This design comes from an exercise in tuning for small area, a short achievable clock period and few clock cycles on the open sky130 flow, not from production work.
The RTL was checked by simulation tests, not by an equivalence proof against the original design.
Power and IR drop assume default switching activity.

==> flow/design.v <==
module fadd_a(input [15:0] a, input [15:0] b, output [45:0] p);
  wire [4:0] ea = a[14:10], eb = b[14:10];
  wire sa = a[15], sb = b[15];
  wire [4:0] d = ea - eb;
  wire swap = (eb > ea);
  wire sub = sa ^ sb;
  wire [4:0] E0 = swap ? eb : ea;
  wire [10:0] ma = {|ea, a[9:0]}, mb = {|eb, b[9:0]};
  wire [10:0] mbig = swap ? mb : ma;
  wire [10:0] msml = swap ? ma : mb;
  wire [25:0] al = {msml, 15'b0} >> d;
  wire spec = (&ea) | (&eb);
  wire sign = spec ? ((&ea) ? sa : sb) : (swap ? sb : sa);
  assign p = {spec, sign, E0, sub, mbig, al, sub & (|al[14:0])};
endmodule
module fadd_b(input [45:0] p, output [23:0] q);
  wire spec = p[45], sign = p[44];
  wire [4:0] E0 = p[43:39];
  wire sub = p[38];
  wire [10:0] mbig = p[37:27];
  wire [25:0] al = p[26:1];
  wire borrow = p[0];
  wire [14:0] x = al[14:0];
  wire [11:0] yv = {sub, al[25:15] ^ {11{sub}}};
  wire [12:0] sum = {1'b0, mbig, 1'b1} + {yv, sub & ~borrow};
  wire [11:0] hi = sum[12:1];
  wire z13 = (x[12:0] == 13'd0);
  wire o13 = (x[12:0] == 13'h1FFF);
  wire c14 = ~x[13] & z13;
  wire s13 = sub ? (~x[13] ^ z13) : x[13];
  wire s14 = sub ? (~x[14] ^ c14) : x[14];
  wire or121 = sub ? ~(z13 | o13) : (|x[12:1]);
  wire and121 = sub ? ((x[12:0] == 13'd1) | (x[12:0] == 13'd2)) : (&x[12:1]);
  assign q = {spec, sign, E0, hi, s14, s13, or121, and121, x[0]};
endmodule
module fadd_c(input [23:0] p, output [15:0] y);
  wire spec = p[23], sign = p[22];
  wire [4:0] E0 = p[21:17];
  wire [13:0] H = p[16:3];      
  wire or121 = p[2], and121 = p[1], s0 = p[0];
  wire [11:0] U = H[13:2];      
  wire s14 = H[1], s13 = H[0];
  wire or13_1 = s13 | or121;
  wire or13_0 = s13 | or121 | s0;
  wire or12_0 = or121 | s0;
  wire all14_0 = s14 & s13 & and121 & s0;
  wire all14_1 = s14 & s13 & and121;
  wire [4:0] Ep1 = E0 + 5'd1, Ep2 = E0 + 5'd2, Ep3 = E0 + 5'd3;
  wire e28 = (E0 >= 5'd28), e29 = (E0 >= 5'd29), e30 = (E0 == 5'd30);
  wire cZ = (U == 12'd0);
  wire cO = U[11];
  wire cN = ~U[11] & U[10];
  wire [9:0] frO = U[10:1];
  wire condO = U[0] & (s14 | or13_1 | U[1]);
  wire cyO = U[0] & all14_1;
  wire all1O = &frO, zeroO = (frO == 10'd0);
  wire [9:0] frOi = frO + 10'd1;
  wire [9:0] frN = U[9:0];
  wire condN = s14 & (or13_0 | U[0]);
  wire cyN = all14_0;
  wire all1N = &frN, zeroN = (frN == 10'd0);
  wire [9:0] frNi = frN + 10'd1;
  reg [3:0] lz;
  always @(*)
    casez (U[9:0])
      10'b1?????????: lz = 4'd1;
      10'b01????????: lz = 4'd2;
      10'b001???????: lz = 4'd3;
      10'b0001??????: lz = 4'd4;
      10'b00001?????: lz = 4'd5;
      10'b000001????: lz = 4'd6;
      10'b0000001???: lz = 4'd7;
      10'b00000001??: lz = 4'd8;
      10'b000000001?: lz = 4'd9;
      default:        lz = 4'd10;
    endcase
  wire [11:0] X = {U[9:0], s14, s13} << (lz - 4'd1);
  wire [9:0] frL = X[10:1];
  wire condL = U[9] & s13 & (or12_0 | s14);
  wire bumpL = condL & (U[8:0] == 9'd0) & ~s14;
  reg [4:0] EL;
  always @(*)
    casez (U[9:0])
      10'b1?????????: EL = bumpL ? E0 : E0 - 5'd1;
      10'b01????????: EL = E0 - 5'd2;
      10'b001???????: EL = E0 - 5'd3;
      10'b0001??????: EL = E0 - 5'd4;
      10'b00001?????: EL = E0 - 5'd5;
      10'b000001????: EL = E0 - 5'd6;
      10'b0000001???: EL = E0 - 5'd7;
      10'b00000001??: EL = E0 - 5'd8;
      10'b000000001?: EL = E0 - 5'd9;
      default:        EL = E0 - 5'd10;
    endcase
  reg [4:0] E; reg [9:0] F; reg ovf;
  always @(*) begin
    if (cZ) begin
      E = all14_0 ? 5'd22 : 5'd0; F = 10'd0; ovf = 1'b0;
    end else if (cO) begin
      if (cyO & all1O) begin E = Ep3; F = 10'd0; ovf = e28; end
      else if (condO & zeroO & ~cyO) begin E = Ep2; F = frO; ovf = e29; end
      else begin E = Ep1; F = cyO ? frOi : frO; ovf = e30; end
    end else if (cN) begin
      if (cyN & all1N) begin E = Ep2; F = 10'd0; ovf = e29; end
      else if (condN & zeroN & ~cyN) begin E = Ep1; F = frN; ovf = e30; end
      else begin E = E0; F = cyN ? frNi : frN; ovf = 1'b0; end
    end else begin
      E = EL; F = frL; ovf = 1'b0;
    end
  end
  assign y = (spec | ovf) ? {sign, 5'b11111, 10'd0} : {sign, E, F};
endmodule
module fmul_a(input [15:0] a, input [15:0] b, output [66:0] p);
  wire [4:0] ea = a[14:10], eb = b[14:10];
  wire zero = (ea == 5'd0 && a[9:0] == 10'd0) || (eb == 5'd0 && b[9:0] == 10'd0);
  wire [10:0] ma = {1'b1, a[9:0]}, mb = {1'b1, b[9:0]};
  wire [13:0] pp0 = ma * mb[2:0];
  wire [13:0] pp1 = ma * mb[5:3];
  wire [13:0] pp2 = ma * mb[8:6];
  wire [12:0] pp3 = ma * mb[10:9];
  wire ga = ea > 5'd15, gb = eb > 5'd15;
  wire [4:0] ea1 = ea - 5'd15, eb1 = eb - 5'd15;
  reg [5:0] s0, s1;
  always @(*) begin
    if (ga & gb) begin
      s0 = {1'b0, ea1} + {1'b0, eb1};
      s1 = {1'b0, ea1} + {1'b0, eb1} + 6'd1;
    end else if (ga) begin
      s0 = {1'b0, ea1} - {1'b0, eb};
      s1 = s0;
    end else if (gb) begin
      s0 = {1'b0, eb1} - {1'b0, ea};
      s1 = s0;
    end else begin
      s0 = 6'b110001;
      s1 = 6'b110001;
    end
  end
  wire [5:0] t0 = s0 + 6'd15, t1 = s1 + 6'd15;
  wire [4:0] x0 = t0[5] ? 5'b11111 : t0[4:0];
  wire [4:0] x1 = t1[5] ? 5'b11111 : t1[4:0];
  assign p = {zero, a[15] ^ b[15], x1, x0, pp3, pp2, pp1, pp0};
endmodule
module fmul_b(input [66:0] p, output [23:0] q);
  wire [21:0] prod = {p[54:42], 9'd0} + {2'd0, p[41:28], 6'd0} + {5'd0, p[27:14], 3'd0} + {8'd0, p[13:0]};
  assign q = {p[66:55], prod[21:10]};
endmodule
module fmul_c(input [23:0] p, output [15:0] y);
  wire zero = p[23], sign = p[22];
  wire [4:0] x1 = p[21:17], x0 = p[16:12];
  wire [11:0] ph = p[11:0];    
  assign y = zero ? 16'd0 : (ph[11] ? {sign, x1, ph[10:1]} : {sign, x0, ph[9:0]});
endmodule
module ScalarRegFile (clk, rst, ra1, ra2, rd1, rd2,
                      bw_en, bw_hi, bw_dst, bw_data,
                      ww_lo, ww_hi, ww_dst, ww_data, r7_en, r7_data);
  input clk, rst;
  input [2:0] ra1, ra2;
  output [15:0] rd1, rd2;
  input bw_en, bw_hi;
  input [2:0] bw_dst;
  input [7:0] bw_data;
  input ww_lo, ww_hi;
  input [2:0] ww_dst;
  input [15:0] ww_data;
  input r7_en;
  input [15:0] r7_data;
  wire [15:0] regs [0:7];
  assign rd1 = regs[ra1];
  assign rd2 = regs[ra2];
  genvar g;
  generate
    for (g = 0; g < 8; g = g + 1) begin : entry
      reg [15:0] q;
      assign regs[g] = q;
      always @(posedge clk)
        if (rst)
          q <= 16'h0000;
        else begin
          if (ww_lo && ww_dst == g)              q[7:0] <= ww_data[7:0];
          else if (g == 7 && r7_en)              q[7:0] <= r7_data[7:0];
          else if (bw_en && !bw_hi && bw_dst == g) q[7:0] <= bw_data;
          if (ww_hi && ww_dst == g)              q[15:8] <= ww_data[15:8];
          else if (g == 7 && r7_en)              q[15:8] <= r7_data[15:8];
          else if (bw_en && bw_hi && bw_dst == g)  q[15:8] <= bw_data;
        end
    end
  endgenerate
endmodule
module VectorRegFile (clk, we_l, wd_l, we_a, wd_a, heads, taps);
  input clk;
  input [7:0] we_l, we_a;
  input [15:0] wd_l, wd_a;
  output [127:0] heads;
  output [127:0] taps;                 
  genvar g;
  generate
    for (g = 0; g < 8; g = g + 1) begin : entry
      reg [255:0] q;
      wire [255:0] rot = {q[15:0], q[255:16]};
      always @(posedge clk)
        q <= {rot[255:240], we_l[g] ? wd_l : rot[239:224], rot[223:192],
              we_a[g] ? wd_a : rot[191:176], rot[175:0]};
      assign heads[16*g +: 16] = q[15:0];
      assign taps[16*g +: 16] = q[143:128];
    end
  endgenerate
endmodule
module CVP14(output [15:0] Addr, output RD, output WR, output V, output [15:0] dataOut,
             input Reset, input Clk1, input [15:0] DataIn);
localparam QD = 4;                   
localparam FQ = 9;                   
localparam MU_IDLE = 2'd0, MU_VLD = 2'd1, MU_VSTW = 2'd2, MU_VSTR = 2'd3;
localparam AU_VADD = 2'd0, AU_VDOT = 2'd1, AU_SMUL = 2'd2;
function ok_add;
  input [15:0] x;
  ok_add = (x[14:0] == 15'd0) | (x[14:10] >= 5'd10 && x[14:10] <= 5'd27);
endfunction
function [4:0] emax;
  input [4:0] m;
  input [15:0] x;
  emax = (x[14:10] > m) ? x[14:10] : m;
endfunction
function ok_mul;
  input [4:0] ea, eb;
  ok_mul = (ea != 5'd31) & (eb != 5'd31) & ({1'b0, ea} + {1'b0, eb} <= 6'd44);
endfunction
reg rst;
always @(posedge Clk1) rst <= Reset;
reg [3:0] ph;                        
reg [7:0] zf;                        
reg [7:0] sa;                        
reg [4:0] mx [0:7];                  
reg [15:0] addr_q, dout_q;
reg rd_q, wr_q, v_q, vflag;
reg [15:0] q [0:QD-1];
reg [QD:0] qs;                       
reg [15:0] ir_pc, fpc, fpc1;         
reg f_act;                           
wire [15:0] ir = q[0];
wire ir_v = ~qs[0];
reg [1:0] mu_st;
reg [3:0] mu_cnt;
reg [15:0] base;
reg [2:0] mu_reg;
reg mu_tap;                          
reg ld_now, ld_last;                 
reg l_oka;
reg [4:0] l_mx;
reg [15:0] ld1;
reg ld1_v, ld_first, ld1_first, ld1_last;
reg [2:0] ld1_r;
reg sl_v, sl_wlo, sl_whi;
reg sl_known, sl_safe_q, sl_fp_q;    
reg [4:0] sl_bnd_q;                  
reg [4:0] sl_mxa_q, sl_mxb_q;        
reg sl_b1, sl_bv;
reg [15:0] sl_pc;
reg [1:0] sl_op;
reg [2:0] sl_ra, sl_rb, sl_rd;
reg [15:0] sl_sc;
reg rd_busy, rd_act, vdot_wait, rd_us;
reg rd_tap;                          
reg [1:0] rd_op;
reg [2:0] rd_ra, rd_rb, rd_rd;
reg [3:0] rd_cnt;
reg [4:1] sv, sfirst, slast, sus;
reg [1:0] sop [1:4];
reg [2:0] srd [1:4];
reg [15:0] x1, y1;
reg [45:0] fa_p;
reg [23:0] fb_p;
reg [66:0] ma_p;
reg [23:0] mb_p;
reg [15:0] wres;
reg a_oka;
reg [4:0] a_mx;
reg ldf_v, ldf_oka;                  
reg [2:0] ldf_r;
reg [4:0] ldf_mx;
reg f5_v, f5_oka;                    
reg [2:0] f5_rd;
reg [4:0] f5_mx;
reg us_busy, us_fin, us_vdot, ovf;
reg [15:0] fq [0:FQ-1];
reg [3:0] fq_wp, fq_rp, fq_cnt;
reg [15:0] np;                       
reg np_v;
reg [15:0] acc;
reg [4:0] acc_k;
reg [1:0] acc_st;                    
reg vd_pend, vd_wlo, vd_whi, vd_wr;
reg [2:0] vd_rd;
reg [45:0] ca_p;
reg [23:0] cb_p;
integer k;
wire [3:0] op = ir[15:12];
wire is_vadd = (op == 4'd0);
wire is_vdot = (op == 4'd1);
wire is_smul = (op == 4'd2);
wire is_sst  = (op == 4'd3);
wire is_vld  = (op == 4'd4);
wire is_vst  = (op == 4'd5);
wire is_sll  = (op == 4'd6);
wire is_slh  = (op == 4'd7);
wire is_j    = (op == 4'd8);
wire is_au = is_vadd | is_vdot | is_smul;
wire is_mu = is_sst | is_vld | is_vst;
wire [2:0] f_d = ir[11:9], f_a = ir[8:6], f_b = ir[5:3];
wire [15:0] rx, ry;
wire [127:0] heads, taps;
wire redirect = us_fin & ovf;
wire blocking_us = us_busy & ~(us_fin & ~ovf);        
wire s4_vec = sv[4] & (sop[4] != AU_VDOT);
function pend_w;
  input [2:0] r;
  pend_w = rd_busy & (rd_op != AU_VDOT) & (rd_rd == r);
endfunction
function au_wpend;
  input [2:0] r;
  au_wpend = (rd_busy & (rd_op != AU_VDOT) & (rd_rd == r)) |
             (sv[1] & (sop[1] != AU_VDOT) & (srd[1] == r)) |
             (sv[2] & (sop[2] != AU_VDOT) & (srd[2] == r)) |
             (sv[3] & (sop[3] != AU_VDOT) & (srd[3] == r)) |
             (s4_vec & (srd[4] == r)) | (f5_v & (f5_rd == r));
endfunction
function sl_w;
  input [2:0] r;
  sl_w = sl_v & (sl_op != AU_VDOT) & (sl_rd == r);
endfunction
function sl_r;
  input [2:0] r;
  sl_r = sl_v & ((sl_ra == r) | ((sl_op != AU_SMUL) & (sl_rb == r)));
endfunction
function flags_pend;
  input [2:0] r;
  flags_pend = au_wpend(r) | (vld_act & (mu_reg == r)) | (ld1_v & (ld1_r == r)) | (ldf_v & (ldf_r == r));
endfunction
function pend_s;
  input [2:0] r;
  pend_s = (vd_pend & (vd_wlo | vd_whi) & (vd_rd == r)) |
           (sl_v & (sl_op == AU_VDOT) & (sl_wlo | sl_whi) & (sl_rd == r));
endfunction
wire mu_free = (mu_st == MU_IDLE);
wire vld_act = (mu_st == MU_VLD) | ld_now;            
wire sl_haz = (vld_act & (mu_reg == sl_ra | (mu_reg == sl_rb & (sl_op != AU_SMUL)))) |
              (((mu_st == MU_VSTW) | ((mu_st == MU_VSTR) & mu_tap)) & (mu_reg == sl_rd) & (sl_op != AU_VDOT));
wire wait_rd_d = (vdot_wait | (rd_busy & rd_tap)) & (rd_ra == f_d | rd_rb == f_d);
wire sl_safe = (sl_op == AU_VADD) ? (sa[sl_ra] & sa[sl_rb]) :
               (sl_op == AU_VDOT) ? ok_mul(mx[sl_ra], mx[sl_rb]) :
                                    ok_mul(mx[sl_ra], sl_sc[14:10]);
wire [4:0] sl_mxa = sl_mxa_q;
wire [4:0] sl_mxb = sl_mxb_q;
wire [4:0] sl_mxab = (sl_mxa > sl_mxb) ? sl_mxa : sl_mxb;
wire [5:0] sl_sum = {1'b0, sl_mxa} + {1'b0, sl_mxb};
wire [5:0] sl_add3 = {1'b0, sl_mxab} + 6'd3;
wire [5:0] sl_m14 = sl_sum - 6'd14;
wire [4:0] sl_bound = (sl_mxab == 5'd31) ? 5'd31 :
                      (sl_op == AU_VADD) ? ((sl_add3 >= 6'd31) ? 5'd31 : sl_add3[4:0]) :
                      (sl_sum < 6'd14 || sl_m14 <= {1'b0, sl_mxab}) ? sl_mxab :
                      (sl_m14 >= 6'd31) ? 5'd31 : sl_m14[4:0];
wire sl_fp = flags_pend(sl_ra) | ((sl_op != AU_SMUL) & flags_pend(sl_rb));
wire sl_ok = sl_known & sl_safe_q;
wire blocking = blocking_us | (sl_v & ~sl_ok);
wire sl_start = sl_v & sl_known & ~rd_busy & ~sl_haz & ((sl_op != AU_VDOT) | ~vd_pend) & (sl_safe_q | ~sl_fp_q);
reg issue_ok;
always @(*) begin
  if (is_au)       issue_ok = ~sl_v & (~is_smul | ~pend_s(f_b));
  else if (is_vld) issue_ok = mu_free & ~pend_s(f_a) & ~pend_w(f_d) & ~wait_rd_d & ~sl_r(f_d) & ~sl_w(f_d);
  else if (is_vst) issue_ok = mu_free & ~ld_now & ~pend_s(f_a) & ~pend_w(f_d) & ~sl_w(f_d);
  else if (is_sst) issue_ok = mu_free & ~pend_s(f_a) & ~pend_s(f_d);
  else issue_ok = 1'b1;
end
wire issue = ir_v & ~blocking & ~redirect & issue_ok;
wire au_issue = issue & is_au;
wire mu_issue = issue & is_mu;
wire sll_vd = issue & is_sll & vd_pend & (vd_rd == f_d);
wire slh_vd = issue & is_slh & vd_pend & (vd_rd == f_d);
wire sll_sl = issue & is_sll & sl_v & (sl_op == AU_VDOT) & (sl_rd == f_d);
wire slh_sl = issue & is_slh & sl_v & (sl_op == AU_VDOT) & (sl_rd == f_d);
wire r7_en = redirect & ~(us_vdot & vd_rd == 3'd7);
wire r7_vd = r7_en & vd_pend & (vd_rd == 3'd7);
ScalarRegFile srf(.clk(Clk1), .rst(rst),
                  .ra1(f_a), .ra2(is_smul ? f_b : f_d), .rd1(rx), .rd2(ry),
                  .bw_en(issue & (is_sll | is_slh)), .bw_hi(is_slh), .bw_dst(f_d), .bw_data(ir[7:0]),
                  .ww_lo(vd_wr & vd_wlo & ~sll_vd & ~r7_vd), .ww_hi(vd_wr & vd_whi & ~slh_vd & ~r7_vd),
                  .ww_dst(vd_rd), .ww_data(acc),
                  .r7_en(r7_en), .r7_data(sl_pc));    
wire [7:0] we_l = ld1_v ? (8'd1 << ld1_r) : 8'd0;
wire [7:0] we_a = s4_vec ? (8'd1 << srd[4]) : 8'd0;
VectorRegFile vrf(.clk(Clk1), .we_l(we_l), .wd_l(ld1), .we_a(we_a), .wd_a(wres), .heads(heads), .taps(taps));
wire [2:0] sel_a = rd_busy ? rd_ra : sl_ra;
wire [2:0] sel_b = rd_busy ? rd_rb : sl_rb;
wire [2:0] sel_c = mu_free ? f_d : mu_reg;
wire tap_now;
wire [15:0] va = zf[sel_a] ? 16'd0 : (tap_now ? taps[16*sel_a +: 16] : heads[16*sel_a +: 16]);
wire [15:0] vb = zf[sel_b] ? 16'd0 : (tap_now ? taps[16*sel_b +: 16] : heads[16*sel_b +: 16]);
wire c_tap = (mu_st == MU_VSTR) ? mu_tap : ph[3];
wire [15:0] vc = zf[sel_c] ? 16'd0 : (c_tap ? taps[16*sel_c +: 16] : heads[16*sel_c +: 16]);
wire [1:0] i_op = is_vadd ? AU_VADD : (is_vdot ? AU_VDOT : AU_SMUL);
wire sl_vdot = (sl_op == AU_VDOT);
wire first_read = (sl_start & (~sl_vdot | ph[2:0] == 3'd0)) | (vdot_wait & ph[2:0] == 3'd0);
wire read_now = first_read | rd_act;
wire read_last = rd_act & (rd_cnt == 4'd15);
wire [1:0] cur_op = sl_start ? sl_op : rd_op;
wire [2:0] cur_rd = sl_start ? sl_rd : rd_rd;
assign tap_now = rd_act ? rd_tap : (ph[3] & (vdot_wait | sl_vdot));
wire [45:0] fa_pn;
wire [23:0] fb_pn;
wire [66:0] ma_pn;
wire [23:0] mb_pn;
wire [15:0] fc_y, mc_y;
fadd_a ua1(.a(x1), .b(y1), .p(fa_pn));
fadd_b ua2(.p(fa_p), .q(fb_pn));
fadd_c ua3(.p(fb_p), .y(fc_y));
fmul_a um1(.a(x1), .b(y1), .p(ma_pn));
fmul_b um2(.p(ma_p), .q(mb_pn));
fmul_c um3(.p(mb_p), .y(mc_y));
always @(posedge Clk1) begin
  if (rst) begin
    rd_busy <= 1'b0; rd_act <= 1'b0; vdot_wait <= 1'b0; sl_v <= 1'b0; rd_tap <= 1'b0;
    sv <= 4'd0;
    us_busy <= 1'b0; us_fin <= 1'b0; ovf <= 1'b0;
  end else begin
    if (us_fin) begin us_fin <= 1'b0; us_busy <= 1'b0; end
    else if (sv[4] & slast[4] & sus[4]) us_fin <= 1'b1;
    if (sl_start) sl_v <= 1'b0;
    sl_known <= sl_v & ~sl_start;
    sl_safe_q <= sl_safe;
    sl_mxa_q <= mx[sl_ra];
    sl_mxb_q <= (sl_op == AU_SMUL) ? sl_sc[14:10] : mx[sl_rb];
    sl_bnd_q <= sl_bound;
    sl_b1 <= sl_v & ~sl_start;
    sl_bv <= sl_b1 & sl_v & ~sl_start;
    sl_fp_q <= sl_fp;
    if (sll_sl) sl_wlo <= 1'b0;
    if (slh_sl) sl_whi <= 1'b0;
    if (au_issue) sl_v <= 1'b1;
    if (~sl_v & ~blocking_us) begin
      sl_op <= i_op; sl_ra <= f_a; sl_rb <= f_b; sl_rd <= f_d; sl_sc <= ry; sl_pc <= ir_pc;
      sl_wlo <= 1'b1; sl_whi <= 1'b1;
    end
    if (sl_start) begin
      rd_busy <= 1'b1;
      rd_op <= sl_op; rd_ra <= sl_ra; rd_rb <= sl_rb; rd_rd <= sl_rd; rd_us <= ~sl_safe_q;
      if (~sl_safe_q) begin
        us_busy <= 1'b1; us_vdot <= sl_vdot; ovf <= 1'b0;
      end
      vdot_wait <= sl_vdot & (ph[2:0] != 3'd0);
    end
    if (vdot_wait & ph[2:0] == 3'd0) vdot_wait <= 1'b0;
    if (first_read) begin rd_act <= 1'b1; rd_cnt <= 4'd1; rd_tap <= ph[3] & (cur_op == AU_VDOT); end
    else if (rd_act) begin rd_cnt <= rd_cnt + 4'd1; if (rd_cnt == 4'd15) rd_act <= 1'b0; end
    if (read_last) rd_busy <= 1'b0;
    sv <= {sv[3:1], read_now};
    if (sv[4] & (wres == 16'h7C00)) ovf <= 1'b1;
  end
end
always @(posedge Clk1) begin
  if (read_now) begin
    x1 <= va;
    if (cur_op != AU_SMUL) y1 <= vb;
    else if (sl_start) y1 <= sl_sc;
  end
  sfirst <= {sfirst[3:1], first_read};
  slast <= {slast[3:1], read_last};
  sus <= {sus[3:1], sl_start ? ~sl_safe_q : rd_us};
  sop[1] <= cur_op; sop[2] <= sop[1]; sop[3] <= sop[2]; sop[4] <= sop[3];
  srd[1] <= cur_rd; srd[2] <= srd[1]; srd[3] <= srd[2]; srd[4] <= srd[3];
  fa_p <= fa_pn;
  fb_p <= fb_pn;
  ma_p <= ma_pn;
  mb_p <= mb_pn;
  wres <= (sop[3] == AU_VADD) ? fc_y : mc_y;
  if (s4_vec) begin
    a_oka <= (a_oka | sfirst[4]) & ok_add(wres);
    a_mx <= emax(sfirst[4] ? 5'd0 : a_mx, wres);
  end
end
wire push = sv[4] & (sop[4] == AU_VDOT);
wire fq_has = (fq_cnt != 4'd0);
wire step = vd_pend & np_v & (acc_st == 2'd0) & (acc_k != 5'd16);
wire np_load_q = step & fq_has;                        
wire np_load_p = push & (step ? ~fq_has : ~np_v);       
wire fq_push = push & ~np_load_p;
wire [45:0] ca_pn;
wire [23:0] cb_pn;
wire [15:0] cc_y;
fadd_a uc1(.a(acc), .b(np), .p(ca_pn));
fadd_b uc2(.p(ca_p), .q(cb_pn));
fadd_c uc3(.p(cb_p), .y(cc_y));
always @(posedge Clk1) begin
  if (rst) begin
    vd_pend <= 1'b0; acc_st <= 2'd0; vd_wr <= 1'b0; np_v <= 1'b0;
  end else begin
    if (sll_vd | r7_vd) vd_wlo <= 1'b0;
    if (slh_vd | r7_vd) vd_whi <= 1'b0;
    if (sl_start & sl_vdot) begin
      vd_pend <= 1'b1; vd_rd <= sl_rd; vd_wlo <= sl_wlo & ~sll_sl; vd_whi <= sl_whi & ~slh_sl;
      acc_k <= 5'd0; fq_cnt <= 4'd0; fq_wp <= 4'd0; fq_rp <= 4'd0; np_v <= 1'b0;
    end else begin
      if (fq_push) fq_wp <= (fq_wp == FQ - 1) ? 4'd0 : fq_wp + 4'd1;
      if (np_load_q) fq_rp <= (fq_rp == FQ - 1) ? 4'd0 : fq_rp + 4'd1;
      fq_cnt <= fq_cnt + {3'd0, fq_push} - {3'd0, np_load_q};
      if (step) acc_k <= acc_k + 5'd1;
      if (np_load_q | np_load_p) np_v <= 1'b1;
      else if (step) np_v <= 1'b0;
    end
    acc_st <= {acc_st[0], step & (acc_k != 5'd0)};
    vd_wr <= acc_st[1] & (acc_k == 5'd16);
    if (vd_wr) vd_pend <= 1'b0;
  end
end
always @(posedge Clk1) begin
  if (fq_push) fq[fq_wp] <= wres;
  if (np_load_q) np <= fq[fq_rp];
  else if (np_load_p) np <= wres;
  ca_p <= ca_pn;
  cb_p <= cb_pn;
  if (step & (acc_k == 5'd0)) acc <= np;
  else if (acc_st[1]) acc <= cc_y;
end
wire [3:0] eoff0 = is_vld ? ph + 4'd1 : 4'd0;
wire [6:0] soff = {ir[5], ir[5:0]} + {3'd0, eoff0};
wire [7:0] an_lo = {1'b0, rx[6:0]} + {1'b0, soff};
wire [8:0] an_hm = rx[15:7] - 9'd1, an_hp = rx[15:7] + 9'd1;
wire [8:0] an_hi = soff[6] ? (an_lo[7] ? rx[15:7] : an_hm) : (an_lo[7] ? an_hp : rx[15:7]);
wire [15:0] addr_now = {an_hi, an_lo[6:0]};
wire [15:0] base_now = rx + {{10{ir[5]}}, ir[5:0]};
reg c_port, c_rd, c_wr, c_ld, c_ld_last;
reg [3:0] c_eoff, c_cnt;
reg [1:0] c_st;
always @(*) begin
  c_port = 1'b0; c_rd = 1'b0; c_wr = 1'b0; c_ld = 1'b0; c_ld_last = 1'b0;
  c_eoff = 4'd0; c_st = mu_st; c_cnt = mu_cnt;
  case (mu_st)
    MU_VLD: begin
      c_port = 1'b1; c_rd = 1'b1; c_ld = 1'b1; c_eoff = ph + 4'd1;
      c_cnt = mu_cnt + 4'd1;
      if (mu_cnt == 4'd15) begin c_st = MU_IDLE; c_ld_last = 1'b1; end
    end
    MU_VSTW:
      if (ph[2:0] == 3'd0) begin
        c_port = 1'b1; c_wr = 1'b1; c_st = MU_VSTR;
      end
    MU_VSTR: begin
      c_port = 1'b1; c_wr = 1'b1; c_eoff = {ph[3] ^ mu_tap, ph[2:0]};
      if (ph[2:0] == 3'd7 && (ph[3] ^ mu_tap)) c_st = MU_IDLE;
    end
    default: ;
  endcase
end
wire [15:0] c_addr = base + {12'd0, c_eoff};
wire i_port = is_vld | is_sst | (is_vst & (ph[2:0] == 3'd0));
wire [1:0] i_st = is_vld ? MU_VLD : (is_vst ? ((ph[2:0] == 3'd0) ? MU_VSTR : MU_VSTW) : MU_IDLE);
wire n_mu_port = mu_issue ? i_port : c_port;
wire n_mu_rd = mu_issue ? is_vld : c_rd;
wire n_mu_wr = mu_issue ? (is_sst | is_vst) : c_wr;
wire n_ld = mu_issue ? is_vld : c_ld;
wire n_ld_last = ~mu_issue & c_ld_last;
wire [1:0] n_mu_st = mu_issue ? i_st : c_st;
wire [3:0] n_mu_cnt = mu_issue ? 4'd1 : c_cnt;
wire [15:0] n_dout = (mu_issue & is_sst) ? ry : vc;
wire [15:0] n_mu_addr = mu_issue ? addr_now : c_addr;
wire flush = redirect | (issue & is_j);
wire [15:0] jt = ir_pc + {{4{ir[11]}}, ir[11:0]};
wire [15:0] jt1 = ir_pc + {{4{ir[11]}}, ir[11:0]} + 16'd1;
wire [15:0] target = redirect ? 16'hFFF0 : jt;
wire [15:0] target1 = redirect ? 16'hFFF1 : jt1;
wire [15:0] target2 = target1 + 16'd1;
wire [15:0] fpc2 = fpc1 + 16'd1;
wire arrive = f_act & ~flush;
wire [QD:0] qs_a = arrive ? {qs[QD-1:0], 1'b0} : qs;           
wire [QD:0] qs_b = arrive ? qs : {1'b0, qs[QD:1]};             
wire [QD:0] n_qs = flush ? {{QD{1'b0}}, 1'b1} : (issue ? qs_b : qs_a);
wire room_a = ~qs_a[QD];
wire f_if_issue = ~c_port & ~(is_mu & i_port);        
wire f_no_issue = ~c_port & (redirect | room_a);
wire n_f_act = issue ? f_if_issue : f_no_issue;
wire [15:0] fetch_addr = flush ? target : fpc;
wire n_vflag = redirect | (vflag & ~issue);
always @(posedge Clk1) begin
  if (rst) begin
    ph <= 4'd0;
    zf <= 8'hFF; sa <= 8'hFF;
    for (k = 0; k < 8; k = k + 1) begin mx[k] <= 5'd0; end
    ldf_v <= 1'b0;
    qs <= {{QD{1'b0}}, 1'b1}; ir_pc <= 16'd0; fpc <= 16'd1; fpc1 <= 16'd2; f_act <= 1'b1;
    addr_q <= 16'd0; rd_q <= 1'b1; wr_q <= 1'b0; v_q <= 1'b0; vflag <= 1'b0;
    mu_st <= MU_IDLE; ld_now <= 1'b0; ld_last <= 1'b0; ld1_v <= 1'b0; ld1_last <= 1'b0;
    f5_v <= 1'b0;
  end else begin
    ph <= ph + 4'd1;
    qs <= n_qs;
    ir_pc <= flush ? target : (issue ? ir_pc + 16'd1 : ir_pc);
    fpc <= flush ? (n_f_act ? target1 : target) : (n_f_act ? fpc1 : fpc);
    fpc1 <= flush ? (n_f_act ? target2 : target1) : (n_f_act ? fpc2 : fpc1);
    f_act <= n_f_act;
    addr_q <= n_mu_port ? n_mu_addr : fetch_addr;
    rd_q <= n_mu_port ? n_mu_rd : n_f_act;
    wr_q <= n_mu_port & n_mu_wr;
    vflag <= n_vflag;
    v_q <= n_vflag & ~n_mu_port & n_f_act;    
    mu_st <= n_mu_st; mu_cnt <= n_mu_cnt;
    ld_now <= n_ld; ld_last <= n_ld_last;
    ld1_v <= ld_now; ld1_r <= mu_reg;
    ld_first <= mu_issue & is_vld;
    ld1_first <= ld_first; ld1_last <= ld_last;
    if (ld1_v) begin
      l_oka <= (l_oka | ld1_first) & ok_add(ld1);
      l_mx <= emax(ld1_first ? 5'd0 : l_mx, ld1);
    end
    if (ld_last) zf[mu_reg] <= 1'b0;
    ldf_v <= ld1_last & ~au_wpend(ld1_r) & ~sl_w(ld1_r);
    ldf_r <= ld1_r;
    ldf_oka <= (l_oka | ld1_first) & ok_add(ld1);
    ldf_mx <= emax(ld1_first ? 5'd0 : l_mx, ld1);
    if (ldf_v & ~au_wpend(ldf_r) & ~sl_w(ldf_r)) begin
      sa[ldf_r] <= ldf_oka;
      mx[ldf_r] <= ldf_mx;
    end
    f5_v <= s4_vec & slast[4];
    f5_rd <= srd[4];
    f5_oka <= (a_oka | sfirst[4]) & ok_add(wres);
    f5_mx <= emax(sfirst[4] ? 5'd0 : a_mx, wres);
    if (f5_v & ~((rd_busy & (rd_op != AU_VDOT) & (rd_rd == f5_rd)) |
                 (sv[1] & (sop[1] != AU_VDOT) & (srd[1] == f5_rd)) |
                 (sv[2] & (sop[2] != AU_VDOT) & (srd[2] == f5_rd)) |
                 (sv[3] & (sop[3] != AU_VDOT) & (srd[3] == f5_rd)) |
                 (s4_vec & (srd[4] == f5_rd)) |
                 (vld_act & (mu_reg == f5_rd)) | (ld1_v & (ld1_r == f5_rd)) | sl_w(f5_rd))) begin
      sa[f5_rd] <= f5_oka;
      mx[f5_rd] <= f5_mx;
    end
    if (read_last & (rd_op != AU_VDOT)) zf[rd_rd] <= 1'b0;
    if (mu_issue & is_vld) begin
      sa[f_d] <= 1'b0; mx[f_d] <= 5'd31;
    end
    if (sl_start & ~sl_vdot) begin
      sa[sl_rd] <= 1'b0; mx[sl_rd] <= (sl_safe_q & sl_bv) ? sl_bnd_q : 5'd31;
    end
  end
end
wire [QD-1:0] at_a = arrive ? qs[QD-1:0] : {QD{1'b0}};
wire [QD-1:0] at_b = arrive ? qs[QD:1] : {QD{1'b0}};
always @(posedge Clk1) begin
  for (k = 0; k < QD; k = k + 1)
    if (issue ? at_b[k] : at_a[k]) q[k] <= DataIn;
    else if (issue && k < QD - 1) q[k] <= q[k + 1];
end
always @(posedge Clk1) begin
  if (mu_free) begin base <= base_now; mu_reg <= f_d; end
  if (mu_st != MU_VSTR) mu_tap <= ph[3];
  dout_q <= n_dout;
  ld1 <= DataIn;
end
assign Addr = addr_q;
assign RD = rd_q;
assign WR = wr_q;
assign V = v_q;
assign dataOut = dout_q;
endmodule
==> flow/flow/run.sh <==
#!/bin/bash
# Layout flow: the standard flow (standard.sh, all steps), except that the
# buffers buffer_ports puts on every input and output port are
# sky130_fd_sc_hd__buf_4 cells instead of the resizer's default choice.
# The make output goes to standard.log; ORFS keeps each step's log under orfs/logs.
set -e
export BUFFER_PORTS_ARGS="-buffer_cell sky130_fd_sc_hd__buf_4"
bash standard.sh > standard.log 2>&1
==> flow/standard.sh <==
#!/bin/bash
# synth_recipe.tcl (not shown) runs the flow's synth.tcl, then flattens the netlist and writes it again
# the make line also repeats each setting of config.mk as NAME=value (left out here)
make -C /OpenROAD-flow-scripts/flow DESIGN_CONFIG=/design/flow/config.mk WORK_HOME=/design/flow/orfs CLKGATE_MAP_FILE= SYNTH_SCRIPT=/design/flow/synth_recipe.tcl "${@:-finish}"
==> flow/config.mk <==
export PLATFORM = sky130hd
export DESIGN_NAME = CVP14
export DESIGN_NICKNAME = CVP14
export VERILOG_FILES = /design/flow/design.v
export SDC_FILE = /design/flow/constraint.sdc
export NUM_CORES = 8
export LEC_CHECK = 0
export CAP_MARGIN = 50
export CORE_MARGIN = 2
export CORE_UTILIZATION = 40
export SLEW_MARGIN = 50
==> flow/constraint.sdc <==
create_clock -name core_clock -period 20.0 [get_ports {Clk1}]
set_input_delay 4.0000 -clock core_clock [delete_from_list [all_inputs] [get_ports {Clk1}]]
set_output_delay 4.0000 -clock core_clock [all_outputs]
set_load 0.01 [all_outputs]
==> run notes, run 1 <==
The synthesized design contains 3087 register bits. Internal power comes to 0.01226 W. The hold violation count in the final report is 0. TritonCTS built the clock tree. The tools report the leakage power summed over all cells as 50.19 nW. Clock tree skew after final layout: 101.2 ps.

Leading cell type by number of instances after synthesis: dfxtp_1. The worst hold-check path type is reg2reg. Total detailed-routing wirelength: 320.5 mm. The run gives 21.80% as the total routing resource utilization after global routing. The initial antenna violation count is 19. The die outline width was 534.3 um; the total number of clock tree sinks was 3087. The share of the clock period used by the worst path came out at 28.23%. Sorting the synthesized cells by how often they occur yields dfxtp_1 (2616), nand2_1 (1157), nor2_1 (563). The largest fanout on the critical path works out to 1.

The congestion estimate from routability-driven global placement came to 0.8888. At the pin with the least slew margin, the transition time is 780.9 ps. The clock period minus worst slack was 5647 ps. In the synthesized netlist the dominant register cell turns out to be dfxtp_1.

The initial utilization of the core area, before any placement, comes to 40.23%. Clock-pin slew was measured on the worst setup and hold paths at 60 ps. The count of buffers added on input and output ports is 52. The area of the core region is 279600 sq um, and the area of the die is 285500 sq um.

The classification of the worst setup path is reg2out. The total of max-cap violations is 0. The analysis attributes to net switching a power of 0.006284 W. The post-route worst hold slack was 250.2 ps. The number of global-route vias before repair is 73800, and the pin count of the biggest net entering global routing is 129. Cells with a size suffix above 1 make up 14.15% of the layout. The number of cell rows is 194, and the residual overflow from global routing is 0. The number of nets in the layout is 10310.

The layout overhead on the synthesized area is 14.06%. The tools report the startpoint of the lowest-slack register-to-register path as q[0][15]. The tools report the remaining design rule violation count as 0. The run gives 31.7% as the clock network power share. The number of top-level pins is 53. For the H-tree depth reported by CTS, the log shows 5. In this design, the stage delay of the slowest critical-path cell is 560 ps.

The largest area contributor in the netlist is dfxtp_1. The worst setup path is launched from a flop. The tools report the clock latency reported for the late side of the worst-skew pair as 900 ps. The fraction of power consumed by sequential logic is 39.9%. For the worst setup path, the data arrival time is 1650 ps. More flip-flops sit in one register than any other, and that register is vrf.entry.q. The number of buffer and inverter instances along the worst setup path works out to 1.

By area the synthesized netlist is led by dfxtp_1 (47%), edfxtp_1 (13%), nand2_1 (3.9%), mux4_2 (3.5%), ha_1 (3.5%). The worst-path cell with the longest stage delay is dfxtp_1. Yosys printed 8 warnings. Static timing analysis puts the maximum clock frequency at 0.1771 GHz.

The share of flip-flops with an asynchronous set or reset came out at 0%. Buffers added to address setup during post-CTS repair amount to 0. Using the TritonRoute via totals, the vias-per-cell ratio works out to 5.448. After detailed routing, the average wire length per cell comes to 23.08 um.

The fraction of synthesized cell area taken by the top area cell type works out to 46.55%. The largest registers in the layout are vrf.entry.q x2048, fq x144, srf.entry.q x128. In the final timing run, aggregate negative setup slack is 0 ps.

The flow ran to the end and the layout has no timing, DRC or antenna violations. The post-CTS resize count is 0, and the flip-flop count of the largest register after layout is 2048. In this run, synthesis inferred 471 flip-flops with an integrated enable.

Counting the buffers created by CTS gives 307. The tools report the peak supply drop as 0.1170 mV. Summing the sequential cell areas from Yosys gives 59.13% of the chip area. Broken down by cell family, the worst path's largest delay share belongs to flip-flops. The cell area after synthesis was 112500 sq um. The height of the die is 534.3 um.

Tracing the worst setup path back leads to its startpoint at dout_q[13]. The kind of end point of the critical path was an output pin. The first global-routing pass estimated 475.8 mm of wire. The buffer depth of the longest clock path is 4. Gate count after technology mapping: 9898. Detailed placement finished with a half-perimeter wire length of 213.0 mm. Net switching is 33.89% of the power. In this run the mean area of a mapped cell was 11.37 sq um. The pre-antenna-repair detailed-routing pass consisted of 7 iterations. The synthesized netlist contains 95 unique library cells. The final-report max-slew violation count is 0.

The detail route stage leaves a number of antenna-violating nets equal to 0. Across all layers, the routed design uses 75630 vias. The cell at the root of the clock tree was clkbuf_16. Hold path startpoint: vrf.entry[6].q[76]. Setup repair after global routing left no endpoint under its margin. The signal on the critical path passes through buf_4. The tools report the power share of the combinational group as 28.4%. The areal power density over the cells was 144.5 nW/um^2; the number of buffers inserted by hold repair at cts was 0. The net count after synthesis is 10300, and the data required time at the worst endpoint is 16000 ps. The run gives 7336 as the count of routing violations after the opening detailed-route iteration. Setup violations remaining at the end of the flow were counted as 0. Measured on the finished design, the core utilization comes to 45.88%. In this run the register-to-register setup slack is 14870 ps. The run gives 47.87% as the remaining max-slew budget at the tightest pin.
## kinds of logic (layout without fill, tap and decap cells)
logic type / count (synthesis) / after routing / synth area share [%]
flip-flops: 3087 / 3087 / 59.13
AND/OR/NAND/NOR: 2783 / 2783 / 11.33
AO/OA/AOI/OAI: 1615 / 1615 / 9.575
buffers and inverters: 839 / 1097 / 2.864
multiplexers: 755 / 755 / 9.009
XOR/XNOR: 437 / 437 / 3.402
adder cells (fa/ha/maj): 382 / 382 / 4.691
other: 0 / 4 / 0
## placed cells by master (no fill, tap or decap), types with 207 or more instances in the layout
master / count
edfxtp_1: 471
nand3_1: 296
dfxtp_1: 2593
xor2_1: 222
ha_1: 313
nand2_1: 1152
xnor2_1: 207
nor2_1: 552
o21ai_0: 336
a21oi_1: 347
buf_4: 214
mux2_2: 315
mux2i_1: 252
inv_1: 272
clkbuf_16: 321
## per-layer routing
layer  GRT usage (%)  share of wire (%)  vias to the layer above
met5               0             0.0062                        -
met4           8.502                4.0                        2
met3           3.844                7.4                      666
met2           33.89                 44                     2887
met1           30.17                 44                    37200
li1                -                  -                    34880
## layout make-up
class	count	area, sq um
Antenna cell	4	10.01
Timing Repair Buffer	262	2211
Clock buffer	438	9102
Clock inverter	117	1295
Sequential cell	3087	66550
Tap cell	3724	4659
Fill cell	25170	151300
Multi-Input combinational cell	5972	43430
Inverter	280	1056
## metrics by stage
stage	cell area, sq um	cells	power (W)	setup WS [ps]
floorplan	112500	9898	0.01076	14210
global placement	116900	13260	0.01254	14520
detailed placement	117700	13320	0.01269	14750
CTS	128100	13870	0.01856	14260
global route	128300	13880	0.01936	14320
finish	128300	13880	0.01854	14350
## worst register-to-register path: stages, from the launching register on
cell       delay, ps
edfxtp_1         560
nand2b_1         280
nor3_1           550
nand2_1          220
fa_1             600
inv_1             60
ha_1             280
a21o_1           160
a21oi_1          230
o21bai_1         140
a2111oi_2        550
o21ai_0          240
or3_1            430
o22ai_1          210
xnor2_1          160
nand2_1           80
o211ai_1         120
a21oi_1           90
## power groups by stage
stage	logic [W]	clock network [W]	registers, W
5_1_grt	0.00569	0.00622	0.00745
2_1_floorplan	0.00347	0	0.00729
3_3_place_gp	0.00497	0	0.00757
4_1_cts	0.00518	0.00597	0.00741
6_report	0.00526	0.00587	0.00741
3_5_place_dp	0.00515	0	0.00754
## path summary, 6_finish.rpt
path	endpoint	depth (start not counted)
min	vrf.entry[6].q[60]	0
max reg2reg	addr_q[14]	17
min reg2reg	vrf.entry[6].q[60]	0
max	dataOut[13]	1
Testbench counts, summed over its fixed seeds: cycles 81,953.
==> inputs of run 2 (changes only) <==
--- a/flow/config.mk
+++ b/flow/config.mk
@@ -9,3 +9,5 @@
 export CORE_MARGIN = 2
 export CORE_UTILIZATION = 40
+export CTS_CLUSTER_DIAMETER = 150
+export CTS_CLUSTER_SIZE = 20
 export SLEW_MARGIN = 50
==> run 2 against run 1 <==
  * First-iteration DRC count rose by 3.4%
  * Sequential share of layout area is 2.3 points higher
  * Synthesized cell count is the same
  * Critical endpoint unchanged
  * Total power fell by 12%
  * Combinational power about the same
  * Still clean
  * Routed wire length decreased by 1.2%
  * Largest power group unchanged
  * Global-route usage shrank 0.27 points
  * Final cell count is 2.1% lower
==> run notes, run 2 <==
The run finished with no timing, DRC or antenna violations. The tools report the cell area after synthesis as 112500 sq um (unchanged). The total number of clock tree sinks is 3087 (unchanged). In the final layout, the registers with the most flip-flops are vrf.entry.q x2048, fq x144, srf.entry.q x128.

The run gives 17 (-2) as the initial antenna violation count. Switching fraction of total power: 35.73% (+1.8 points). The leading cell type by number of instances after synthesis is dfxtp_1.

The power consumption is 0.01633 W (-12%), and the power share of the combinational group is 32.2% (+3.8 points). The via-per-instance ratio works out to 5.501 (+0.98%). Total routing resource utilization after global routing: 21.53% (-0.27 points).

The run gives 47.44 nW (-5.5%) as the leakage power summed over all cells. The delay of the slowest cell on the worst path works out to 560 ps (about the same). Setup repair after global routing left no endpoint under its margin. The clock latency reported for the late side of the worst-skew pair was 890 ps (about the same); the clock tree skew after final layout was 96.93 ps (-4.309 ps). The most flop-heavy register was vrf.entry.q.

For the internal power contribution, the log shows 0.01049 W (-14%). The clock period minus worst slack works out to 5651 ps (+4.200 ps). The share of the clock period used by the worst path was 28.25% (about the same); the data required time at the worst endpoint was 16000 ps (about the same).

Worst-path cell with the longest stage delay: dfxtp_1. The count of routing violations after the opening detailed-route iteration was 7582 (+3.4%). The tools report the maximum clock frequency as 0.1770 GHz (about the same).

Last weighted congestion value of the routability-driven placer: 0.8888 (unchanged). The number of nets in the layout is 10180 (-1.2%). The most frequent standard cell in the layout excluding fill and tap cells is dfxtp_1. The tools report the total net switching power as 0.005835 W (-7.1%). Remaining design rule violation count: 0 (unchanged). Gate count after technology mapping: 9898 (unchanged). TritonCTS built the clock tree.

The tools report the post-CTS resize count as 0 (unchanged). For the number of top-level pins, the log shows 53 (unchanged). The final routed wire length divided by cell count is 23.32 um (+1.0%). The tree is rooted in a clkbuf_16.

The logs give 0 (unchanged) for the residual overflow from global routing and 0 ps (unchanged) for the final-layout setup total negative slack. The overall via count from detail_route is 74740 (-1.2%). STA classifies the critical path startpoint as a flop. Clock network power share: 22.5% (-9.2 points).

The logs give 468.9 mm (-1.5%) for the wire length of the first global-routing pass and 285500 sq um (unchanged) for the area of the die. The net count after synthesis is 10300 (unchanged). The placed wire-length estimate after detailed placement is 213.0 mm (unchanged). STA classifies the critical path endpoint as an output pin.

Fraction of synthesized cell area taken by the top area cell type: 46.55% (unchanged). For the number of antenna-violating nets in the routed design, the log shows 0 (unchanged). Cell family contributing the most delay on the critical path: flip-flops. The run gives 0 (unchanged) as the total setup violations reported at the end of the flow. The critical path in this run is classified as reg2out. By area the synthesized netlist is led by dfxtp_1 (47%), edfxtp_1 (13%), nand2_1 (3.9%), mux4_2 (3.5%), ha_1 (3.5%).

The run gives 95 (unchanged) as the distinct cell type count after synthesis. The layout overhead on the synthesized area is 9.194%, and the count of flip-flops with a built-in enable after synthesis is 471 (unchanged). In the synthesized netlist the dominant register cell turns out to be dfxtp_1.

The flop and latch count out of synthesis is 3087 (unchanged), and the H-tree depth reported by CTS is 4 (-1). The largest total area in the synthesized netlist belongs to dfxtp_1. The logs give 181 (-41%) for the total clock buffers created by CTS and 40.23% (unchanged) for the initial core utilization.

The number of buffers inserted by hold repair at cts was 0 (unchanged); the final-report max-slew violation count was 0 (unchanged). The tools report the total of max-cap violations as 0 (unchanged). The path class of the tightest hold or removal check is reg2reg. The count of input and output buffers came out at 52 (unchanged). The number of global-route vias before repair was 72110 (-2.3%); the share of cells above drive strength 1 was 11.46% (-2.7 points). The run gives 45.3% (+5.4 points) as the fraction of power consumed by sequential logic. The post-CTS setup-driven buffer insertion count is 0 (unchanged). The hold violation count in the final report came out at 0 (unchanged). The flip-flop count of the largest register after layout was 2048 (unchanged); the arrival time at the worst endpoint was 1650 ps (about the same).

The run gives 4 (unchanged) as the buffer depth of the longest clock path. The largest fanout on the critical path is 1 (unchanged), and the length of the first detailed-routing pass in iterations is 6 (-1). The share of flip-flops with an asynchronous set or reset is 0% (unchanged), and the CTS clock-pin slew for the worst setup and hold paths is 80 ps (+20 ps). The area of the core region was 279600 sq um (unchanged); the transition time at the pin with the least slew margin was 795.9 ps (+14.99 ps). The fraction of the yosys area taken by sequential cells is 59.13% (unchanged), and the height of the die is 534.3 um (unchanged). For the remaining max-slew budget at the tightest pin, the log shows 46.38% (-1.5 points).

The die outline width works out to 534.3 um (unchanged). The mean post-synth cell area is 11.37 sq um (unchanged), and the pin count of the biggest net entering global routing is 129 (unchanged). The number of cell rows was 194 (unchanged).

The run gives 8 (unchanged) as the number of warnings printed during yosys synthesis. The total detailed-routing wirelength is 316.8 mm (-1.2%). The commonest cells after synthesis are dfxtp_1 (2616), nand2_1 (1157), nor2_1 (563). The areal power density over the cells came out at 132.9 nW/um^2 (-8.0%). The top cell types in the final layout, fill and taps aside, are dfxtp_1 (2593), nand2_1 (1152), nor2_1 (552). Number of buffer and inverter instances along the worst setup path: 1 (unchanged). Walking the worst path, the cells encountered are buf_4. For the peak supply drop, the log shows 0.1042 mV (-11%).
==> run 2: cell counts after synthesis <==
No cell type changed its count.
==> run 2: per-stage QoR <==
step / utilization, % / cell area [sq um] / cells / setup WS, ps / hold WS [ps]
final: 43.93 / 122800 / 13590 / 14350 / 248.8
after CTS: 43.86 / 122600 / 13580 / 14240 / 249.6
after floorplan: - / 112500 / 9898 / 14210 / 309.6
after detailed placement: 42.10 / 117700 / 13320 / 14750 / 312.1
after global placement: 41.79 / 116900 / 13260 / 14520 / 309.5
after global routing: 43.93 / 122800 / 13590 / 14310 / 251.8
==> run 2: cell type report <==
cell class                      count  area [sq um]
Fill cell                       25660        156800
Sequential cell                  3087         66550
Multi-Input combinational cell   5972         43430
Clock buffer                      252          4817
Tap cell                         3724          4659
Timing Repair Buffer              262          2211
Inverter                          280          1056
Clock inverter                      7         110.1
Antenna cell                        3         7.507
==> run 2: power by group through the flow <==
stage                     Sequential [W]  Combinational, W  Clock (W)
final                            0.00740           0.00525    0.00368
after floorplan                  0.00729           0.00347          0
after CTS                        0.00740           0.00518    0.00377
after detailed placement         0.00754           0.00515          0
after global routing             0.00745           0.00568    0.00398
after global placement           0.00757           0.00497          0
==> run 2: cells by family (layout without fill, tap and decap cells) <==
| kind of cell | Yosys count | count (layout) | share of synthesized area, % |
|---|---|---|---|
| buffers and inverters | 839 | 801 | 2.864 |
| flip-flops | 3087 | 3087 | 59.13 |
| other | 0 | 3 | 0 |
| XOR/XNOR | 437 | 437 | 3.402 |
| AO/OA/AOI/OAI | 1615 | 1615 | 9.575 |
| multiplexers | 755 | 755 | 9.009 |
| adder cells (fa/ha/maj) | 382 | 382 | 4.691 |
| AND/OR/NAND/NOR | 2783 | 2783 | 11.33 |
==> run 2: metal layers <==
| metal | track usage, % | vias to the layer above | part of all wire [%] |
|---|---|---|---|
| li1 | - | 34450 | - |
| met1 | 30.14 | 36890 | 45 |
| met2 | 33.62 | 2822 | 45 |
| met3 | 3.259 | 577 | 6.8 |
| met4 | 8.078 | 2 | 4.0 |
| met5 | 0 | - | 0.0063 |
==> run 2: path summary, 6_finish.rpt <==
check	startpoint	end	slack [ps]	cells past startpoint
worst max-delay path	dout_q[13]	dataOut[13]	14350	1
worst min-delay path	vrf.entry[6].q[172]	vrf.entry[6].q[156]	250	0
worst max register to register	q[0][15]	addr_q[14]	14870	17
worst min register to register	vrf.entry[6].q[172]	vrf.entry[6].q[156]	250	0
==> inputs of run 3 (changes only) <==
--- a/flow/config.mk
+++ b/flow/config.mk
@@ -9,5 +9,5 @@
 export CORE_MARGIN = 2
 export CORE_UTILIZATION = 40
-export CTS_CLUSTER_DIAMETER = 150
+export CTS_CLUSTER_DIAMETER = 80
 export CTS_CLUSTER_SIZE = 20
 export SLEW_MARGIN = 50
==> run 3 against run 2 <==
  * Maximum frequency fell by 0.14%
  * Sequential power barely moved
  * Largest power group unchanged
  * Sequential share of layout area fell by 0.29 points
  * Critical path depth did not move
  * Combinational power barely moved
  * Core utilization rose by 0.24 points
  * Cell area rose by 0.54%
  * Area after synthesis did not move
  * Total power rose by 1.5%
  * First-iteration DRC count fell by 3.1%
==> run notes, run 3 <==
TritonCTS built the clock tree. Among all flip-flop cells after synthesis, the most frequent one is dfxtp_1. The logs give 14750 ps (unchanged) for the minimum setup slack after placement and 21.53% (about the same) for the total routing resource utilization after global routing. Cell family contributing the most delay on the critical path: flip-flops. The topmost layer with routed signal wires was met5. By area the synthesized netlist is led by dfxtp_1 (47%), edfxtp_1 (13%), nand2_1 (3.9%), mux4_2 (3.5%), ha_1 (3.5%). The delay of the slowest cell on the worst path was 560 ps (about the same); the die outline width was 534.3 um (unchanged).

The logs give 0 (unchanged) for the post-CTS setup-driven buffer insertion count and 0 (unchanged) for the number of antenna-violating nets in the routed design. The final-layout setup total negative slack came out at 0 ps (unchanged). STA classifies the critical path startpoint as a flop.

For the area of combinational cells with multiple inputs, the log shows 43420 sq um (about the same). The arrival time at the worst endpoint is 1660 ps (about the same), and the H-tree depth reported by CTS is 4 (unchanged). The area of the core region is 279600 sq um (unchanged), and the number of nets in the layout is 10200 (+0.14%). The largest registers in the layout are vrf.entry.q x2048, fq x144, srf.entry.q x128. The count of input and output buffers was 52 (unchanged).

Flop and latch count out of synthesis: 3087 (unchanged). The tools report the data required time at the worst endpoint as 16000 ps (about the same). The share of cells above drive strength 1 works out to 11.81% (+0.35 points). Leaving out fill and tap cells, the most frequent cell in the layout is dfxtp_1. Length of the first detailed-routing pass in iterations: 6 (unchanged). Cell at the root of the clock tree: clkbuf_16. The initial antenna violation count is 20 (+3), and the pin count of the biggest net entering global routing is 129 (unchanged). The logs give 14790 ps (-80 ps) for the worst setup slack for register-to-register paths and 66550 sq um (unchanged) for the total area of sequential cells. The height of the die came out at 534.3 um (unchanged).

The final-report max-slew violation count is 0 (unchanged), and the fraction of the yosys area taken by sequential cells is 59.13% (unchanged). The via-per-instance ratio works out to 5.505 (about the same). The area of the die is 285500 sq um (unchanged). For the hold violation count in the final report, the log shows 0 (unchanged). The top cell types in the final layout, fill and taps aside, are dfxtp_1 (2593), nand2_1 (1152), nor2_1 (552). The distinct cell type count after synthesis was 95 (unchanged); the count of flip-flops with a built-in enable after synthesis was 471 (unchanged). The logs give 0 (unchanged) for the number of buffers inserted by hold repair at cts and 0 (unchanged) for the total of max-cap violations. The min-delay analysis places its worst path in the category reg2reg.

The number of buffer and inverter instances along the worst setup path came out at 1 (unchanged). The clock latency reported for the late side of the worst-skew pair is 900 ps (about the same). The run gives 47.55% (+1.2 points) as the remaining max-slew budget at the tightest pin. The clock period minus worst slack came out at 5659 ps (+7.700 ps).

The run gives 4 (unchanged) as the buffer depth of the longest clock path. The total number of clock tree sinks is 3087 (unchanged), and the peak supply drop is 0.1092 mV (+4.9%). The flow ran to the end and the layout has no timing, DRC or antenna violations.

The run gives 0 (unchanged) as the total setup violations reported at the end of the flow. Fraction of synthesized cell area taken by the top area cell type: 46.55% (unchanged). Overall via count from detail_route: 75000 (+0.35%).

The tools report the kind of end point of the critical path as an output pin. The logs give 7347 (-3.1%) for the count of routing violations after the opening detailed-route iteration and 112500 sq um (unchanged) for the cell area after synthesis. The gate count after technology mapping was 9898 (unchanged).

Clock tree skew after final layout: 124.9 ps (+27.95 ps). The number of global-route vias before repair is 72300 (+0.26%). The worst-path cell with the longest stage delay was dfxtp_1.

The share of the clock period used by the worst path is 28.29% (+0.039 points). The largest fanout on the critical path is 1 (unchanged), and the net count after synthesis is 10300 (unchanged). The worst setup path is of the reg2out kind. The last weighted congestion value of the routability-driven placer is 0.8888 (unchanged), and the layout overhead on the synthesized area is 9.786%.

The run gives 40.23% (unchanged) as the initial core utilization. The transition time at the pin with the least slew margin is 783.8 ps (-12.10 ps), and the number of cell rows is 194 (unchanged). The slack of the critical path came out at 14340 ps (-7.700 ps).

The mean post-synth cell area was 11.37 sq um (unchanged). After synthesis, the most frequently instantiated cells are dfxtp_1 (2616), nand2_1 (1157), nor2_1 (563). The tools report the met2 wire length as 141.5 mm (+0.17%). The post-CTS resize count came out at 0 (unchanged). The logs give 25640 (-0.055%) for the number of inserted filler cells in the final layout and 0 (unchanged) for the residual overflow from global routing.

For the remaining design rule violation count, the log shows 0 (unchanged). The total detailed-routing wirelength came out at 316.8 mm (about the same). The largest area contributor in the netlist is dfxtp_1. The areal power density over the cells is 134.2 nW/um^2 (+0.96%), and the number of warnings printed during yosys synthesis is 8 (unchanged). The CTS clock-pin slew for the worst setup and hold paths was 90 ps (about the same); the number of top-level pins was 53 (unchanged). Setup repair after global routing left no endpoint under its margin. The register with the most flip-flops in the final layout is vrf.entry.q. The met1 wire length is 142.3 mm (+0.68%), and the maximum clock frequency is 0.1767 GHz (-0.14%).

The flip-flop count of the largest register after layout works out to 2048 (unchanged). The share of flip-flops with an asynchronous set or reset works out to 0% (unchanged). Final routed wire length divided by cell count: 23.25 um (-0.27%). Walking the worst path, the cells encountered are buf_4. The amount of wire on met3 after detailed routing was 20.71 mm (-4.6%). The post-route worst hold slack was 280.9 ps (+32.09 ps); the placed wire-length estimate after detailed placement was 213.0 mm (unchanged).

The total clock buffers created by CTS was 194 (+7.2%); the leakage power summed over all cells was 47.77 nW (+0.69%). Among all cell types in the netlist, the one instantiated most often is dfxtp_1. The wire length of the first global-routing pass was 469.3 mm (about the same).
==> run 3: worst reg2reg max path, stage by stage, from the launching register on <==
cell and delay (ps):
edfxtp_1 570, nand2b_1 280, nor3_1 550, nand2_1 230, fa_1 600, inv_1 60, ha_1 280, a21o_1 160
a21oi_1 230, o21bai_1 140, a2111oi_2 570, o21ai_0 250, or3_1 440, o22ai_1 210, xnor2_1 150, nand2_1 80
o211ai_1 120, a21oi_1 90
==> run 3: layout make-up <==
type,instances,share of cell area (%)
Antenna cell,9,0.01824
Clock buffer,260,4.190
Clock inverter,29,0.3120
Inverter,280,0.8551
Multi-Input combinational cell,5972,35.16
Sequential cell,3087,53.88
Tap cell,3724,3.773
Timing Repair Buffer,263,1.812
==> run 3: metrics by stage <==
step / instance area (sq um) / power [W] / std cells / util, %
floorplan: 112500 / 0.01076 / 9898 / -
global placement: 116900 / 0.01254 / 13260 / 41.79
detailed placement: 117700 / 0.01269 / 13320 / 42.10
CTS: 123300 / 0.01659 / 13610 / 44.08
global route: 123500 / 0.01735 / 13620 / 44.16
finish: 123500 / 0.01658 / 13620 / 44.17
==> run 3: kinds of logic (layout without fill, tap and decap cells) <==
family | after synthesis | count (layout) | share of synthesized area, %
compound gates | 1615 | 1615 | 9.575
xor+xnor | 437 | 437 | 3.402
fa+ha+maj | 382 | 382 | 4.691
buf+inv | 839 | 832 | 2.864
flops | 3087 | 3087 | 59.13
mux | 755 | 755 | 9.009
other cells | 0 | 9 | 0
simple gates | 2783 | 2783 | 11.33
==> run 3: path summary, 6_finish.rpt <==
kind / from / endpoint / cells past startpoint
setup reg to reg: q[0][15] / addr_q[14] / 17
hold reg to reg: sus[1] / sus[2] / 0
hold / removal: sus[1] / sus[2] / 0
setup / recovery: dout_q[13] / dataOut[13] / 1
==> run 3: routing by layer <==
metal  track usage [%]  vias to the layer above
li1                  -                    34490
met1             30.11                    37030
met2             33.69                     2827
met3             3.201                      649
met4             8.108                        2
met5                 0                        -
==> run 3: power breakdown <==
| group | internal, W | leakage, nW | switching (W) |
|---|---|---|---|
| logic | 0.00187 | 19.4 | 0.00340 |
| registers | 0.00694 | 25.7 | 0.000455 |
| clock network | 0.00185 | 2.69 | 0.00207 |
| total | 0.0107 | 47.8 | 0.00592 |
==> inputs of run 4 (changes only) <==
--- a/flow/config.mk
+++ b/flow/config.mk
@@ -9,5 +9,5 @@
 export CORE_MARGIN = 2
 export CORE_UTILIZATION = 40
-export CTS_CLUSTER_DIAMETER = 80
-export CTS_CLUSTER_SIZE = 20
+export CTS_CLUSTER_DIAMETER = 120
+export CTS_CLUSTER_SIZE = 24
 export SLEW_MARGIN = 50
==> run 4 against run 3 <==
  * Critical path depth is the same
  * Total power shrank 3.1%
  * Hold slack lost 16 ps
  * Count of clock-buffer cells in the layout shrank 41
  * Cell area shrank 1.0%
  * Clock skew shrank 28 ps
  * Global-route usage shrank 0.090 points
  * Combinational power is essentially flat
  * Critical endpoint unchanged
  * Maximum frequency grew 0.74%
  * Via count shrank 0.91%
  * Critical path type unchanged
  * Routed wire length shrank 0.32%
  * Synthesized cell count is the same
==> run notes, run 4 <==
The tools report the kind of end point of the critical path as an output pin. The run gives 97.02 ps (-27.85 ps) as the clock tree skew after final layout. The routing usage on met3 is 3.172% (-0.029 points), and the layout overhead on the synthesized area is 8.635%.

The remaining max-slew budget at the tightest pin is 47.28% (-0.27 points), and the total detailed-routing wirelength is 315.8 mm (-0.32%). For the power share of the combinational group, the log shows 32.7% (+0.9 points). The tools report the type of origin of the critical path as a flop. The wire length of the first global-routing pass is 467.2 mm (-0.45%), and the number of inserted filler cells in the final layout is 25710 (+0.28%). For the power consumption, the log shows 0.01607 W (-3.1%). The tools report the total clock buffers created by CTS as 155 (-20%).

The peak supply drop came out at 0.1028 mV (-5.9%). The initial core utilization came out at 40.23% (unchanged). In the synthesized netlist the dominant register cell turns out to be dfxtp_1. The net count after synthesis is 10300 (unchanged), and the flop and latch count out of synthesis is 3087 (unchanged).

The worst register-to-register path begins at q[0][15]. For the area of the die, the log shows 285500 sq um (unchanged). The logs give 74320 (-0.91%) for the overall via count from detail_route and 0 (unchanged) for the total of max-cap violations. The number of cell rows was 194 (unchanged); the mean post-synth cell area was 11.37 sq um (unchanged). The die outline width was 534.3 um (unchanged).

The switching fraction of total power works out to 35.96% (+0.27 points). Leakage power summed over all cells: 47.14 nW (-1.3%). The clock latency reported for the late side of the worst-skew pair was 870 ps (-30 ps). Yosys attributes the largest share of cell area to dfxtp_1 (47%), edfxtp_1 (13%), nand2_1 (3.9%), mux4_2 (3.5%), ha_1 (3.5%).

The tools report the initial antenna violation count as 18 (-10%). The final routed wire length divided by cell count works out to 23.29 um (+0.14%). met2 is the most crowded layer. The tools report the number of buffers inserted by hold repair at cts as 0 (unchanged).

The flip-flop count of the largest register after layout is 2048 (unchanged), and the buffer depth of the longest clock path is 4 (unchanged). Count of routing violations after the opening detailed-route iteration: 7597 (+3.4%). Cell at the root of the clock tree: clkbuf_16.

The classification of the worst setup path was reg2out. Share of flip-flops with an asynchronous set or reset: 0% (unchanged). The largest registers in the layout are vrf.entry.q x2048, fq x144, srf.entry.q x128. The total setup violations reported at the end of the flow was 0 (unchanged); the distinct cell type count after synthesis was 95 (unchanged). The remaining design rule violation count came out at 0 (unchanged). Setup repair after global routing left no endpoint under its margin. The length of the first detailed-routing pass in iterations is 7 (+1). The share of cells above drive strength 1 is 11.28% (-0.53 points). The critical path goes through buf_4. The number of warnings printed during yosys synthesis was 8 (unchanged); the residual overflow from global routing was 0 (unchanged).

The fraction of synthesized cell area taken by the top area cell type is 46.55% (unchanged). The number of nets in the layout came out at 10160 (-0.38%). The transition time at the pin with the least slew margin was 789.7 ps (+5.876 ps); the via-per-instance ratio was 5.480 (-0.46%).

The final-layout setup total negative slack was 0 ps (unchanged). In the layout the commonest cells are dfxtp_1 (2593), nand2_1 (1152), nor2_1 (552). The flow ran to the end and the layout has no timing, DRC or antenna violations. The largest fanout on the critical path was 1 (unchanged). The number of global-route vias before repair is 71630 (-0.93%). By count the netlist is led by dfxtp_1 (2616), nand2_1 (1157), nor2_1 (563). The worst register-to-register path ends at addr_q[14]. The tools report the fraction of power consumed by sequential logic as 46.0% (+1.4 points). For the met1 routing resource usage after global routing, the log shows 30.10% (about the same).

The share of the clock period used by the worst path works out to 28.08% (-0.21 points). The internal power contribution is 0.01029 W (-3.5%). The most frequent standard cell in the layout excluding fill and tap cells was dfxtp_1. The last weighted congestion value of the routability-driven placer came out at 0.8888 (unchanged). Number of antenna-violating nets in the routed design: 0 (unchanged).

The arrival time at the worst endpoint was 1620 ps (-40 ps). The largest total area in the synthesized netlist belongs to dfxtp_1. The startpoint identified for the worst hold timing path is vrf.entry[0].q[156]. The tools report the final-report max-slew violation count as 0 (unchanged). The worst-path cell with the longest stage delay is dfxtp_1.
## run 4: worst register-to-register path, cell delays in order (launching register included)
cell and delay [ps]:
edfxtp_1 570, nand2b_1 280, nor3_1 550, nand2_1 220, fa_1 600, inv_1 60
ha_1 280, a21o_1 160, a21oi_1 230, o21bai_1 140, a2111oi_2 570, o21ai_0 250
or3_1 430, o22ai_1 210, xnor2_1 160, nand2_1 80, o211ai_1 130, a21oi_1 90
## run 4: how the worst max path moves through the flow
| stage | endpoint | slack, ps | start | cells after the start |
|---|---|---|---|---|
| finish | dataOut[13] | 14380 | dout_q[13] | 1 |
| global route | dataOut[13] | 14300 | dout_q[13] | 1 |
| CTS | dataOut[13] | 14270 | dout_q[13] | 1 |
| detailed placement | addr_q[14] | 14750 | q[0][15] | 17 |
| global placement | addr_q[14] | 14520 | q[0][15] | 17 |
| floorplan | addr_q[14] | 14210 | q[0][6] | 22 |
## run 4: cell type report
type                            count  area (sq um)  area share [%]
Sequential cell                  3087         66550           54.45
Multi-Input combinational cell   5972         43420           35.53
Tap cell                         3724          4659           3.813
Clock buffer                      219          4204           3.440
Timing Repair Buffer              263          2227           1.822
Inverter                          280          1056          0.8641
Clock inverter                      9         72.57         0.05938
Antenna cell                        8         20.02         0.01638
## run 4: power by group through the flow
stage          logic (W)  clock network (W)  registers [W]
2_1_floorplan    0.00347                  0        0.00729
3_3_place_gp     0.00497                  0        0.00757
3_5_place_dp     0.00515                  0        0.00754
4_1_cts          0.00518            0.00349        0.00740
5_1_grt          0.00568            0.00370        0.00745
6_report         0.00526            0.00341        0.00740
## run 4: cells by family (layout without fill, tap and decap cells)
| family | count (synthesis) | after routing | synth area share (%) |
|---|---|---|---|
| DFF | 3087 | 3087 | 59.13 |
| and+or+nand+nor | 2783 | 2783 | 11.33 |
| AOI/OAI and AO/OA | 1615 | 1615 | 9.575 |
| buffers and inverters | 839 | 771 | 2.864 |
| muxes | 755 | 755 | 9.009 |
| xor gates and xnor gates | 437 | 437 | 3.402 |
| adders and majority gates | 382 | 382 | 4.691 |
| other | 0 | 8 | 0 |
## run 4: per-layer routing
metal	share of wire (%)	wire length, um
met1	45	141200
met2	45	141200
met4	3.7	11750
met3	6.9	21650
met5	0	0
## run 4: per-stage QoR
step                      utilization, %  cells  setup WS (ps)
after global routing               43.70  13560          14300
after detailed placement           42.10  13320          14750
after CTS                          43.63  13550          14270
final                              43.70  13560          14380
after floorplan                        -   9898          14210
after global placement             41.79  13260          14520

## separate check: timing with driven ports
The flow's constraints put no driver on any port. The routed layouts listed below were extracted and timed again, unchanged, in two steps.
Step 1 assumes that a clkbuf_16 drives the clock port and a buf_2 every other input.
Step 2, shift: input delay + t, output delay - t, t = (earliest + latest rising clock arrival at the registers) / 2. This alone moves slack from input paths to output paths.
a / b / c = ideal / step 1 / step 2; a / b = the first two.
run	t, ns	setup WS [ns]	worst slew at a driven data input, ns
run 1	0.934	14.353 / 14.267 / 14.874	0.08
run 2	0.930	14.349 / 14.260 / 14.866	0.09
run 3	0.925	14.341 / 14.253 / 14.788	0.08
run 4	0.908	14.383 / 14.298 / 14.869	0.09
After both steps every run listed still meets setup and hold.
